Source: an optimization exercise on an open RTL-to-GDS flow (aim: small area, a short achievable clock period and few clock cycles per item). Production flows keep margins and buffers that such runs may drop. Where RTL was checked, it was by simulation tests only, not by an equivalence proof against the original. Power figures rest on the tool's default switching activity, not on a simulated workload.

Setup of TR:
==> flow/design.v (excerpt) <==
module Fib
(
  input  clk,
  input  reset,
  input signed [32-1 : 0] fib_n,
  output signed [64-1 : 0] fib_return,
  output  fib_busy,
  input  fib_req
);
  wire [63:0] romv;
  wire r0866;
  wire r0867;
  wire r0868;
  wire r0869;
  wire r0870;
  wire r0871;
  wire r0872;
  wire r0873;
  wire r0874;
  wire r0875;
  wire r0876;
  wire r0877;
  wire r0878;
  wire r0879;
  wire r0880;
  wire r0881;
  wire r0882;
  wire r0883;
  wire r0884;
  wire r0885;
  wire r0886;
  wire r0887;
  wire r0888;
  wire r0889;
  wire r0890;
  wire r0891;
  wire r0892;
  wire r0893;
  wire r0894;
  wire r0895;
  wire r0896;
  wire r0897;
  wire r0898;
  wire r0899;
  wire r0900;
  wire r0901;
  wire r0902;
  wire r0903;
  wire r0904;
  wire r0905;
  wire r0906;
  wire r0907;
  wire r0908;
  wire r0909;
  wire r0910;
  wire r0911;
  wire r0912;
  wire r0913;
  wire r0914;
  wire r0915;
  wire r0916;
  wire r0917;
  wire r0918;
  wire r0919;
  wire r0920;
  wire r0921;
  wire r0922;
  wire r0923;
  wire r0924;
  wire r0925;
  wire r0926;
  wire r0927;
  wire r0928;
  wire r0929;
  wire r0930;
  wire r0931;
  wire r0932;
  wire r0933;
  wire r0934;
  wire r0935;
  wire r0936;
  wire r0937;
  wire r0938;
  wire r0939;
  wire r0940;
  wire r0941;
  wire r0942;
  wire r0943;
  wire r0944;
  wire r0945;
  wire r0946;
  wire r0947;
  wire r0948;
  wire r0949;
  wire r0950;
  wire r0951;
  wire r0952;
  wire r0953;
  wire r0954;
  wire r0955;
  wire r0956;
  wire r0957;
  wire r0958;
  wire r0959;
  wire r0960;
  wire r0961;
  ...
Size in the first run: about 1100 cells after synthesis, about 170 flip-flops, about 100 I/O pins, ~8500 sq um of cells after synthesis.
clock: 5.0 ns
lec_check: 0
abc_area: 1
cap_margin: 20
core_margin: 2
core_utilization: 40
place_density: 0.75
setup_slack_margin: 2.5
slew_margin: 20
tns_end_percent: 5
standard.sh (not shown) runs the stock make flow with config.mk's settings and CLKGATE_MAP_FILE= SYNTH_SCRIPT=/design/flow/synth_recipe.tcl, a recipe that flattens the netlist after the stock synthesis.
==> flow/flow/run.sh <==
#!/bin/bash
set -euo pipefail
export BUFFER_PORTS_ARGS="-buffer_cell sky130_fd_sc_hd__buf_1"
export CTS_ARGS="-sink_clustering_enable -repair_clock_nets -buf_list sky130_fd_sc_hd__clkbuf_8 -dont_use_dummy_load"
bash standard.sh > standard_flow.log 2>&1
TR completed every stage of the flow, and the final layout passed the timing, DRC and antenna checks.
Testbench counts of TR, summed over its fixed seeds: cycles 1,024, requests 1,024.
Inputs modified between TR and JK:
- PLACE_DENSITY: 0.75 -> unset
- TNS_END_PERCENT: 5 -> unset
--- outcome ---
The cell total after placement was comparable across TR and JK.
Relative to TR, total detailed-routing wirelength has decreased by 5.2% in JK.
Going from TR to JK, via count of the routed design shrank slightly.

Fib again, from the RTL that the note above started with.
==> flow/config.mk <==
export PLATFORM = sky130hd
export DESIGN_NAME = Fib
export DESIGN_NICKNAME = Fib
export VERILOG_FILES = /design/flow/design.v
export SDC_FILE = /design/flow/constraint.sdc
export NUM_CORES = 4
export LEC_CHECK = 0
export ABC_AREA = 1
export CAP_MARGIN = 20
export CORE_MARGIN = 2
export CORE_UTILIZATION = 40
export PLACE_DENSITY = 0.85
export SETUP_SLACK_MARGIN = 2.5
export SLEW_MARGIN = 20
==> flow/constraint.sdc <==
create_clock -name core_clock -period 5.0 [get_ports {clk}]
set_input_delay 1.0000 -clock core_clock [delete_from_list [all_inputs] [get_ports {clk}]]
set_output_delay 1.0000 -clock core_clock [all_outputs]
set_load 0.01 [all_outputs]
Scripts as last shown in full above: flow/flow/run.sh
The starting point completed without violations.
Testbench counts at the start, summed over its fixed seeds: cycles 1,024, requests 1,024.
==> next run, changes <==
- PLACE_DENSITY: 0.85 -> 0.75
Outcome:
- The new run passed the timing, DRC and antenna checks
- synthesized cell count is unchanged
- clock-buffer cell count does not change
- power barely changes
- final cell count stays flat
- final area rose slightly
- worst setup slack is worse by 23 ps
- die area is unchanged
- hold slack is worse by 3.6 ps
- flip-flop and latch count does not change
==> next run, changes <==
==> flow/flow/run.sh (replaced) <==
#!/bin/bash
# The standard layout (standard.sh), with three choices made here:
#  - ports are buffered with buf_1,
#  - the clock tree uses clkbuf_8 and no dummy loads,
#  - the slow 4-input NOR/OR cells are added to the platform's don't-use list.
set -euo pipefail
export BUFFER_PORTS_ARGS="-buffer_cell sky130_fd_sc_hd__buf_1"
export CTS_ARGS="-sink_clustering_enable -repair_clock_nets -buf_list sky130_fd_sc_hd__clkbuf_8 -dont_use_dummy_load"
platform_dont_use=$(make -s -f - <<EOM
PLATFORM_DIR=$FLOW_HOME/platforms/sky130hd
include $FLOW_HOME/platforms/sky130hd/config.mk
all:
	@echo \$(DONT_USE_CELLS)
EOM
)
extra=""
for c in nor4 nor4b nor4bb or4 or4b or4bb; do for s in 1 2 4; do extra="$extra sky130_fd_sc_hd__${c}_$s"; done; done
echo "DONT_USE_CELLS=$platform_dont_use$extra" > dont_use.log
bash standard.sh "DONT_USE_CELLS=$platform_dont_use$extra" finish > standard_flow.log 2>&1
=>
- The changed run ran to the end with no violations
- final area increases by 1.0%
- maximum frequency decreases by 2.1%
- setup slack gets worse by 55 ps
- synthesized cell count stays the same
- first-iteration DRC count decreases by 21%
- synthesized area increases by 0.53%
- total power increases by 0.99%
- utilization increases by 0.35 points
- combinational power hardly moves
- routed wire length decreases by 2.8%
- global-route usage decreases by 1.4 points
==> next run, changes <==
==> flow/flow/run.sh (replaced) <==
#!/bin/bash
set -euo pipefail
export BUFFER_PORTS_ARGS="-buffer_cell sky130_fd_sc_hd__buf_1"
export CTS_ARGS="-sink_clustering_enable -repair_clock_nets -buf_list sky130_fd_sc_hd__clkbuf_8 -dont_use_dummy_load"
bash standard.sh > standard_flow.log 2>&1
- PLACE_DENSITY: 0.75 -> not set
- TNS_END_PERCENT: not set -> 5
Cell count went down by 1.2%.
Final area is lower by 3.4%.
Register-to-register slack is worse by 260 ps.
Setup slack gets worse by 20 ps.
==> next run, changes <==
- CORE_UTILIZATION: 40 -> 50
- TNS_END_PERCENT: 5 -> not set
After rerunning:
- non-clock buffer count rose by 2
- clock skew drops by 25 ps
- count of clock-buffer cells in the layout does not change
- cell count fell by 3.4%

Another version of the RTL of Fib (not shown whole).
==> flow/config.mk <==
export PLATFORM = sky130hd
export DESIGN_NAME = Fib
export DESIGN_NICKNAME = Fib
export VERILOG_FILES = /design/flow/design.v
export SDC_FILE = /design/flow/constraint.sdc
export NUM_CORES = 4
export LEC_CHECK = 0
export CAP_MARGIN = 20
export CORE_MARGIN = 2
export CORE_UTILIZATION = 40
export SLEW_MARGIN = 20
==> flow/constraint.sdc <==
create_clock -name core_clock -period 5.0 [get_ports {clk}]
set_input_delay 1.0000 -clock core_clock [delete_from_list [all_inputs] [get_ports {clk}]]
set_output_delay 1.0000 -clock core_clock [all_outputs]
set_load 0.01 [all_outputs]
run.sh (not shown) runs the stock make flow with config.mk's settings and CLKGATE_MAP_FILE= SYNTH_SCRIPT=/design/flow/synth_recipe.tcl, a recipe that flattens the netlist after the stock synthesis.
Stock flow here: none of the scripts above is used.
The baseline failed in synthesis (1_2_yosys).
Testbench counts at the start, summed over its fixed seeds: cycles 1,024, requests 1,024.
Change:
ABC_AREA = 1   (was unset)
SYNTH_MEMORY_MAX_BITS = 16384   (was unset)
This time the run passed the timing, DRC and antenna checks.
Change:
SETUP_SLACK_MARGIN = 2.5   (was unset)
What happened: The changed run completed with no timing, DRC or antenna violations; core utilization came out higher by 6.4 points; clock-buffer cell count came out lower by 1; setup slack gains 1.3 ns; combinational power came out higher by about 20%; clock power came out higher by about 5%; total power came out higher by about 6.6%; final cell count came out higher by about 3.3%.
Change:
ABC_AREA = 0   (was 1)
ABC_CLOCK_PERIOD_IN_PS = 2500   (was unset)
The changed run passed the timing, DRC and antenna checks.
Non-clock buffer count is higher by 40.
Die area rises by about 4%.
Cell area rises by 6.0%.
Core utilization went up by 1.1 points.
Clock power rose by about 3%.
Worst hold slack is better by 0.017 ns.

Fib, a different RTL version from the one above (not shown whole).
Size in the first run: roughly 1200 cells after synthesis, roughly 170 flip-flops, roughly 100 I/O pins, about 8400 sq um of cells after synthesis.
clock: 5.0 ns
lec_check: 0
abc_area: 1
cap_margin: 20
core_margin: 2
core_utilization: 40
place_density: 0.95
setup_slack_margin: 2.7
slew_margin: 20
standard.sh (not shown) runs the stock make flow with config.mk's settings and CLKGATE_MAP_FILE= SYNTH_SCRIPT=/design/flow/synth_recipe.tcl, a recipe that flattens the netlist after the stock synthesis.
==> flow/flow/run.sh <==
#!/bin/bash
set -euo pipefail
export BUFFER_PORTS_ARGS="-buffer_cell sky130_fd_sc_hd__buf_1"
export CTS_ARGS="-sink_clustering_enable -repair_clock_nets -dont_use_dummy_load"
bash standard.sh > standard_flow.log 2>&1
Testbench counts at the start, summed over its fixed seeds: cycles 1,024, requests 1,024.
Next try:
==> flow/flow/run.sh (replaced) <==
#!/bin/bash
set -euo pipefail
export BUFFER_PORTS_ARGS="-buffer_cell sky130_fd_sc_hd__buf_1"
export CTS_ARGS="-sink_clustering_enable -repair_clock_nets -buf_list sky130_fd_sc_hd__clkbuf_8 -dont_use_dummy_load -sink_clustering_size 10 -sink_clustering_max_diameter 40"
bash standard.sh > standard_flow.log 2>&1
Settings changed: PLACE_DENSITY 0.95 to 0.85, SETUP_SLACK_MARGIN 2.7 to 2.5.
What happened: Fmax drops by 5.9%; non-clock buffer count drops by 9; final area drops by 4.8%; synthesized area does not change; combinational power drops by about 3%; via count barely changes.

oak:
Another version of the RTL of Fib (not shown whole).
For scale: roughly 170 flip-flops, roughly 100 I/O pins.
==> flow/config.mk <==
export PLATFORM = sky130hd
export DESIGN_NAME = Fib
export DESIGN_NICKNAME = Fib
export VERILOG_FILES = /design/flow/design.v
export SDC_FILE = /design/flow/constraint.sdc
export NUM_CORES = 4
export LEC_CHECK = 0
export ABC_AREA = 1
export CAP_MARGIN = 20
export CORE_MARGIN = 2
export CORE_UTILIZATION = 40
export PLACE_DENSITY = 0.85
export SETUP_SLACK_MARGIN = 2.5
export SLEW_MARGIN = 20
==> flow/constraint.sdc <==
create_clock -name core_clock -period 5.0 [get_ports {clk}]
set_input_delay 1.0000 -clock core_clock [delete_from_list [all_inputs] [get_ports {clk}]]
set_output_delay 1.0000 -clock core_clock [all_outputs]
set_load 0.01 [all_outputs]
==> flow/flow/run.sh <==
#!/bin/bash
set -euo pipefail
export BUFFER_PORTS_ARGS="-buffer_cell sky130_fd_sc_hd__buf_1"
export CTS_ARGS="-sink_clustering_enable -repair_clock_nets -dont_use_dummy_load"
bash standard.sh > standard_flow.log 2>&1
oak was carried through to the last stage, and its layout satisfied the timing, DRC and antenna checks.
The following lists how pine was set up differently from oak:
Settings: SETUP_SLACK_MARGIN: 2.5 -> 2.6.
### Flow results
pine completed; timing, DRC and antenna clean. Via count (pine over oak): increase, 70. oak has a higher fraction of standard cell area in multi-input logic than pine. Of the two values seen for highest layer used for signal routing, met5 was produced by pine and met4 by oak. Min share of cell area taken by flip-flops and latches across pine and oak: pine. Taking oak as the reference, in pine time the final worst path needs with I/O delays and setup -0.10 ns, cell count +1.4%, diode insertion count for antenna repair +1. Compared with oak, pine shows a higher power share of the combinational group. pine vs. oak: summed area of non-filler cells in the final layout grew by about 4%; met3 track demand over resource rose 0.80 points; logic depth of the worst setup path including buffers decreased 1; top achievable clock speed shows an increase of 4.0%.
Function was not checked in any run of this note: the RTL went through the layout flow alone.

## yarrow
Fib, a different RTL version from the one above (not shown whole).
Size in the first run: ~1200 cells after synthesis, about 170 flip-flops, ~100 I/O pins, roughly 0.0086 mm² of cells after synthesis.
==> flow/config.mk <==
export PLATFORM = sky130hd
export DESIGN_NAME = Fib
export DESIGN_NICKNAME = Fib
export VERILOG_FILES = /design/flow/design.v
export SDC_FILE = /design/flow/constraint.sdc
export NUM_CORES = 4
export LEC_CHECK = 0
export ABC_AREA = 1
export CAP_MARGIN = 20
export CORE_MARGIN = 2
export CORE_UTILIZATION = 40
export SETUP_SLACK_MARGIN = 3.0
export SLEW_MARGIN = 20
==> flow/constraint.sdc <==
create_clock -name core_clock -period 5.0 [get_ports {clk}]
set_input_delay 1.0000 -clock core_clock [delete_from_list [all_inputs] [get_ports {clk}]]
set_output_delay 1.0000 -clock core_clock [all_outputs]
set_load 0.01 [all_outputs]
==> flow/flow/run.sh <==
#!/bin/bash
set -euo pipefail
export BUFFER_PORTS_ARGS="-buffer_cell sky130_fd_sc_hd__buf_1"
export CTS_ARGS="-sink_clustering_enable -repair_clock_nets -buf_list sky130_fd_sc_hd__clkbuf_8 -dont_use_dummy_load"
bash standard.sh > standard_flow.log 2>&1
yarrow finished every step from synthesis to the final layout, and the layout passed the timing, DRC and antenna checks.
For garnet, these inputs were changed with respect to yarrow:
# yarrow
export LEC_CHECK = 0
export ABC_AREA = 1
export CAP_MARGIN = 20
export CORE_MARGIN = 2
export CORE_UTILIZATION = 40
export SETUP_SLACK_MARGIN = 3.0
export SLEW_MARGIN = 20
create_clock -name core_clock -period 5.0 [get_ports {clk}]
# garnet
export LEC_CHECK = 0
export ABC_AREA = 1
export CAP_MARGIN = 20
export CORE_MARGIN = 2
export CORE_UTILIZATION = 40
export CTS_BUF_LIST = sky130_fd_sc_hd__clkbuf_8
export SETUP_SLACK_MARGIN = 2.5
export SLEW_MARGIN = 20
create_clock -name core_clock -period 5.0 [get_ports {clk}]
==> flow/flow/run.sh <==
#!/bin/bash
set -euo pipefail
export BUFFER_PORTS_ARGS="-buffer_cell sky130_fd_sc_hd__buf_1"
bash standard.sh > standard_flow.log 2>&1
==> summary.txt <==
- yarrow and garnet all finish clean.
- Of garnet and yarrow, it is garnet that has the lower via count.
- Relative contribution of combinational cells to total power (garnet over yarrow): decrease, 9.7 points
- garnet vs. yarrow: post-detailed-route via-to-cell ratio went down, net load switching power went up, maximum root-to-sink buffer count did not really move, number of clock-tree buffers in the layout went up, number of optimization iterations in the first detailed-route pass went down.
No functional check of the RTL was part of any run of this note.

Fib with an RTL version that a note above also has.
Size: about 170 flip-flops, roughly 100 I/O pins, ~8400 sq um of cells after synthesis.
==> flow/config.mk <==
export PLATFORM = sky130hd
export DESIGN_NAME = Fib
export DESIGN_NICKNAME = Fib
export VERILOG_FILES = /design/flow/design.v
export SDC_FILE = /design/flow/constraint.sdc
export NUM_CORES = 4
export LEC_CHECK = 0
export ABC_AREA = 1
export CAP_MARGIN = 20
export CORE_MARGIN = 2
export CORE_UTILIZATION = 40
export PLACE_DENSITY = 0.75
export SETUP_SLACK_MARGIN = 2.7
export SLEW_MARGIN = 20
==> flow/constraint.sdc <==
create_clock -name core_clock -period 5.0 [get_ports {clk}]
set_input_delay 1.0000 -clock core_clock [delete_from_list [all_inputs] [get_ports {clk}]]
set_output_delay 1.0000 -clock core_clock [all_outputs]
set_load 0.01 [all_outputs]
==> flow/flow/run.sh <==
#!/bin/bash
set -euo pipefail
export BUFFER_PORTS_ARGS="-buffer_cell sky130_fd_sc_hd__buf_1"
export CTS_ARGS="-sink_clustering_enable -repair_clock_nets -dont_use_dummy_load"
bash standard.sh > standard_flow.log 2>&1
Testbench counts at the start, summed over its fixed seeds: cycles 1,024, requests 1,024.
==> next run, changes <==
PLACE_DENSITY = 0.85   (was 0.75)
SETUP_SLACK_MARGIN = 2.8   (was 2.7)
Result: Global-route usage went up by 4.6 points; total power went up by 5.5%; worst hold slack is worse by 0.0038 ns; cell count rises by 4.2%; critical path depth goes up by 2.

Setup of ember:
Fib again, from the RTL that the note above started with.
Settings: LEC_CHECK=0, ABC_AREA=1, CAP_MARGIN=20, CORE_MARGIN=2, CORE_UTILIZATION=40, PLACE_DENSITY=0.85, SETUP_SLACK_MARGIN=2.75, SLEW_MARGIN=20; clock period 5.0 ns.
Scripts as last shown in full above: flow/flow/run.sh
Every stage of the flow completed for ember, and the final layout passed the timing, DRC and antenna checks.
Testbench counts of ember, summed over its fixed seeds: cycles 1,024, requests 1,024.
Modified inputs, nickel compared to ember
- a change of SETUP_SLACK_MARGIN from 2.75 to 2.4
--- outcome ---
Every run in the comparison, ember and nickel, completed the flow with a clean layout.
nickel against ember: total of flip-flops plus latches after synthesis comparable; global routing usage on met2 now larger; switching power now larger.
Comparing the two runs side by side, nickel comes out ahead of ember on static power due to leakage.
Summary of nickel over ember: post-CTS resize count shows a reduction of 66%; fraction of standard cell area that is sequential went up; global-route wire length before repair higher.
Taking ember over nickel, the final area ratio works out to 1.09.

==> port drivers added, routing unchanged <==
In the flow no input, the clock included, has a driving cell. The finished layouts below were timed again as built, in two steps.
Step 1 (the two cells are an assumption about what drives the block):
set clk [get_ports {clk}]
set_driving_cell -lib_cell sky130_fd_sc_hd__clkbuf_16 $clk
set_driving_cell -lib_cell sky130_fd_sc_hd__buf_2 [delete_from_list [all_inputs] $clk]
Step 2 times the ports against the registers' clock, not the clock port: input delays grow and output delays shrink by t, the midpoint of the rising clock arrivals with the driver on.
a / b / c = no drivers / after step 1 / after step 2; a / b = the first two.
| run | t, ns | setup slack, ns | clock arrival spread, ns | worst register clock-pin slew, ns | worst data-port slew with drivers (ns) |
|---|---|---|---|---|---|
| TR | 0.485 | 2.392 / 2.410 / 1.926 | 0.040 / 0.039 | 0.10 / 0.10 | 0.04 |
| JK | 0.484 | 2.399 / 2.423 / 1.939 | 0.038 / 0.038 | 0.11 / 0.11 | 0.05 |
| the first run of note 2 | 0.475 | 2.463 / 2.467 / 1.992 | 0.050 / 0.050 | 0.11 / 0.11 | 0.05 |
| the second run of note 2 | 0.499 | 2.440 / 2.459 / 1.960 | 0.063 / 0.064 | 0.12 / 0.12 | 0.05 |
| the third run of note 2 | 0.483 | 2.386 / 2.412 / 1.930 | 0.041 / 0.041 | 0.10 / 0.10 | 0.04 |
| the fourth run of note 2 | 0.492 | 2.365 / 2.396 / 1.904 | 0.056 / 0.056 | 0.12 / 0.12 | 0.03 |
| the fifth run of note 2 | 0.489 | 2.358 / 2.365 / 1.877 | 0.041 / 0.041 | 0.10 / 0.10 | 0.05 |
| the second run of note 3 | 0.477 | 1.124 / 1.154 / 0.677 | 0.022 / 0.022 | 0.08 / 0.08 | 0.07 |
| the third run of note 3 | 0.487 | 2.393 / 2.423 / 1.935 | 0.021 / 0.021 | 0.09 / 0.09 | 0.08 |
| the fourth run of note 3 | 0.489 | 2.239 / 2.254 / 1.765 | 0.019 / 0.019 | 0.09 / 0.09 | 0.14 |
| the first run of note 4 | 0.465 | 2.595 / 2.604 / 2.140 | 0.035 / 0.035 | 0.08 / 0.08 | 0.06 |
| the second run of note 4 | 0.494 | 2.444 / 2.464 / 1.970 | 0.052 / 0.052 | 0.13 / 0.13 | 0.05 |
| oak | 0.464 | 2.410 / 2.417 / 1.953 | 0.028 / 0.028 | 0.08 / 0.08 | 0.04 |
| pine | 0.469 | 2.510 / 2.518 / 2.049 | 0.028 / 0.028 | 0.08 / 0.08 | 0.05 |
| yarrow | 0.488 | 2.602 / 2.590 / 2.102 | 0.059 / 0.059 | 0.12 / 0.12 | 0.08 |
| garnet | 0.517 | 2.318 / 2.345 / 1.828 | 0.024 / 0.024 | 0.12 / 0.12 | 0.04 |
| the first run of note 7 | 0.471 | 2.668 / 2.667 / 2.196 | 0.032 / 0.032 | 0.08 / 0.08 | 0.07 |
| the second run of note 7 | 0.470 | 2.662 / 2.671 / 2.201 | 0.047 / 0.047 | 0.08 / 0.08 | 0.06 |
| ember | 0.455 | 2.634 / 2.628 / 2.174 | 0.033 / 0.033 | 0.08 / 0.08 | 0.06 |
| nickel | 0.470 | 2.342 / 2.366 / 1.897 | 0.042 / 0.043 | 0.09 / 0.09 | 0.04 |
After both steps every run listed still meets setup and hold. The setup slack of yarrow, which loses most, moves by -0.012 ns with the drivers and by -0.500 ns with both steps.
